This is an optimization exercise on Yosys and OpenROAD, whose aim is small area, not a production implementation.
In this exercise RTL edits were held to simulation tests only and were not proved equivalent to the original.

==> fjord <==
// top
module top(mode, clk, rst, load, RGB_window, w, Ar_global_prev, Ag_global_prev, Ab_global_prev,
           Ar_global, Ag_global, Ab_global, O_R, O_G, O_B, tx_invxhundred, ed_bit);
input clk, rst, load, mode;
input [215:0] RGB_window;
input [7:0] Ar_global_prev, Ag_global_prev, Ab_global_prev;
input [4:0] w;
output [7:0] Ar_global, Ag_global, Ab_global, O_R, O_G, O_B;
output [11:0] tx_invxhundred;
output ed_bit;
wire [71:0] ch0, ch1, ch2;
genvar n;
generate
	for (n = 0; n < 9; n = n + 1) begin : g_px
		assign ch2[71-8*n -: 8] = RGB_window[215 - 24*n -: 8];
		assign ch1[71-8*n -: 8] = RGB_window[207 - 24*n -: 8];
		assign ch0[71-8*n -: 8] = RGB_window[199 - 24*n -: 8];
	end
endgenerate
wire [7:0] mn0, mn1, mn2;
minN #(9) u_mn0 (ch0, mn0);
minN #(9) u_mn1 (ch1, mn1);
minN #(9) u_mn2 (ch2, mn2);
wire ed0, ed1, ed2;
ed_ch u_ed0 (ch0, ed0);
ed_ch u_ed1 (ch1, ed1);
ed_ch u_ed2 (ch2, ed2);
reg [7:0] m0_1, m1_1, m2_1, m0_2, m1_2, m2_2;
reg [23:0] e_1, e_2, e_3, e_4, e_5, e_6;
reg ed_1, ed_2;
always @(posedge clk) begin
  ...
clock: 36.0 ns
lec_check: 0
cap_margin: 20
core_margin: 2
core_utilization: 75
slew_margin: 20
standard.sh (not shown) runs the stock make flow with config.mk's settings and CLKGATE_MAP_FILE= SYNTH_SCRIPT=/design/flow/synth_recipe.tcl, a recipe that flattens the netlist after the stock synthesis.
==> flow/flow/run.sh <==
#!/bin/bash
# Own flow: the standard synthesis, then the combinational logic between
# the registers (and full adders) is re-mapped by ABC with an area script;
# registers keep their cells and names. The rest is the standard layout.
set -euo pipefail
W=$(pwd)
F=$W/flow
R=$W/orfs/results/${FLOW_PLATFORM}/top/base
L=$W/orfs/logs/${FLOW_PLATFORM}/top/base
LIB=$FLOW_HOME/platforms/${FLOW_PLATFORM}/lib/sky130_fd_sc_hd__tt_025C_1v80.lib

bash standard.sh synth > $W/std_synth.log 2>&1

cp $R/1_2_yosys.v $W/std_1_2_yosys.v
python3 $F/mkmap.py $LIB $W/comb_map.v > $W/mkmap.log 2>&1
DU=$(grep -o -- '-dont_use [A-Za-z0-9_]*' $L/1_2_yosys.log | sort -u | tr '\n' ' ')
SCRIPT=$(cat $F/abc.script)
cat > $W/reopt.ys <<EOF
read_liberty -lib $LIB
read_verilog $W/std_1_2_yosys.v
hierarchy -top $FLOW_TOP
techmap -map $W/comb_map.v
techmap
opt -fast
abc -liberty $LIB $DU -script "+$SCRIPT"
opt_clean -purge
hilomap -singleton -hicell sky130_fd_sc_hd__conb_1 HI -locell sky130_fd_sc_hd__conb_1 LO
insbuf -buf sky130_fd_sc_hd__buf_4 A X
stat -liberty $LIB
check -assert
write_verilog -noattr -nohex -nodec $W/reopt_1_2_yosys.v
EOF
yosys -s $W/reopt.ys > $W/reopt.log 2>&1
cp $W/reopt_1_2_yosys.v $R/1_2_yosys.v
rm -f $R/1_synth.odb $R/1_synth.sdc
touch $R/1_2_yosys.v
bash standard.sh > $W/std_layout.log 2>&1
Other scripts of this flow, unchanged in this note and not shown: flow/flow/abc.script, flow/flow/mkmap.py
==> nickel: changes against fjord <==
--- a/flow/config.mk
+++ b/flow/config.mk
@@ -8,4 +8,4 @@
 export CAP_MARGIN = 20
 export CORE_MARGIN = 2
-export CORE_UTILIZATION = 75
+export CORE_UTILIZATION = 60
 export SLEW_MARGIN = 20
==> comparison table <==
item                                                   fjord      nickel
Via count of the first global-routing pass             39400       35500
Global-route wire length before repair                208 mm      192 mm
Met1 GRT Util                                          0.565       0.467
Horiz. Die Dim                                        231 µm      258 µm
Antenna cell count                                         4           0
R2r worst-path depth                                     104         102
Number of well-tap cells placed                          680         846
Die Footprint                                     0.0532 mm²  0.0663 mm²
Fraction of cell area in non-clock buffers            0.0744      0.0739
Longest individual stage delay on the worst path      810 ps      840 ps
Metal2 WL                                            59.3 mm     56.0 mm
Vertical die dimension                                231 µm      258 µm
Run status                  no timing/DRC/antenna violations  no timing/DRC/antenna violations
Count of non-CTS buffers in the layout                   333         334

[re-timing with driven ports]
The flow's constraints put no driver on any port. The routed layouts listed below were extracted and timed again, unchanged, in two steps.
Step 1 sets driving cells, clkbuf_16 on the clock port and buf_2 on the other inputs (assumed; they add their load-dependent delay and slew).
Step 2 also shifts input and output timing later by t, the mid clock arrival at the registers, as if the neighbouring blocks saw the same clock.
a / b / c = no drivers / after step 1 / after step 2; a / b = the first two.
| run | shift t [ns] | setup WS [ns] | hold slack, ns | worst register clock-pin slew, ns | worst slew at a driven data input, ns |
|---|---|---|---|---|---|
| fjord | 0.647 | 2.351 / 2.386 / 1.739 | 0.316 / 0.316 / 0.316 | 0.07 / 0.07 | 0.11 |
| nickel | 0.641 | 3.386 / 3.428 / 2.787 | 0.310 / 0.310 / 0.310 | 0.07 / 0.07 | 0.10 |
After both steps setup and hold are still met in every run listed. The setup slack of fjord, which loses most, moves by +0.035 ns with the drivers and by -0.612 ns with both steps.
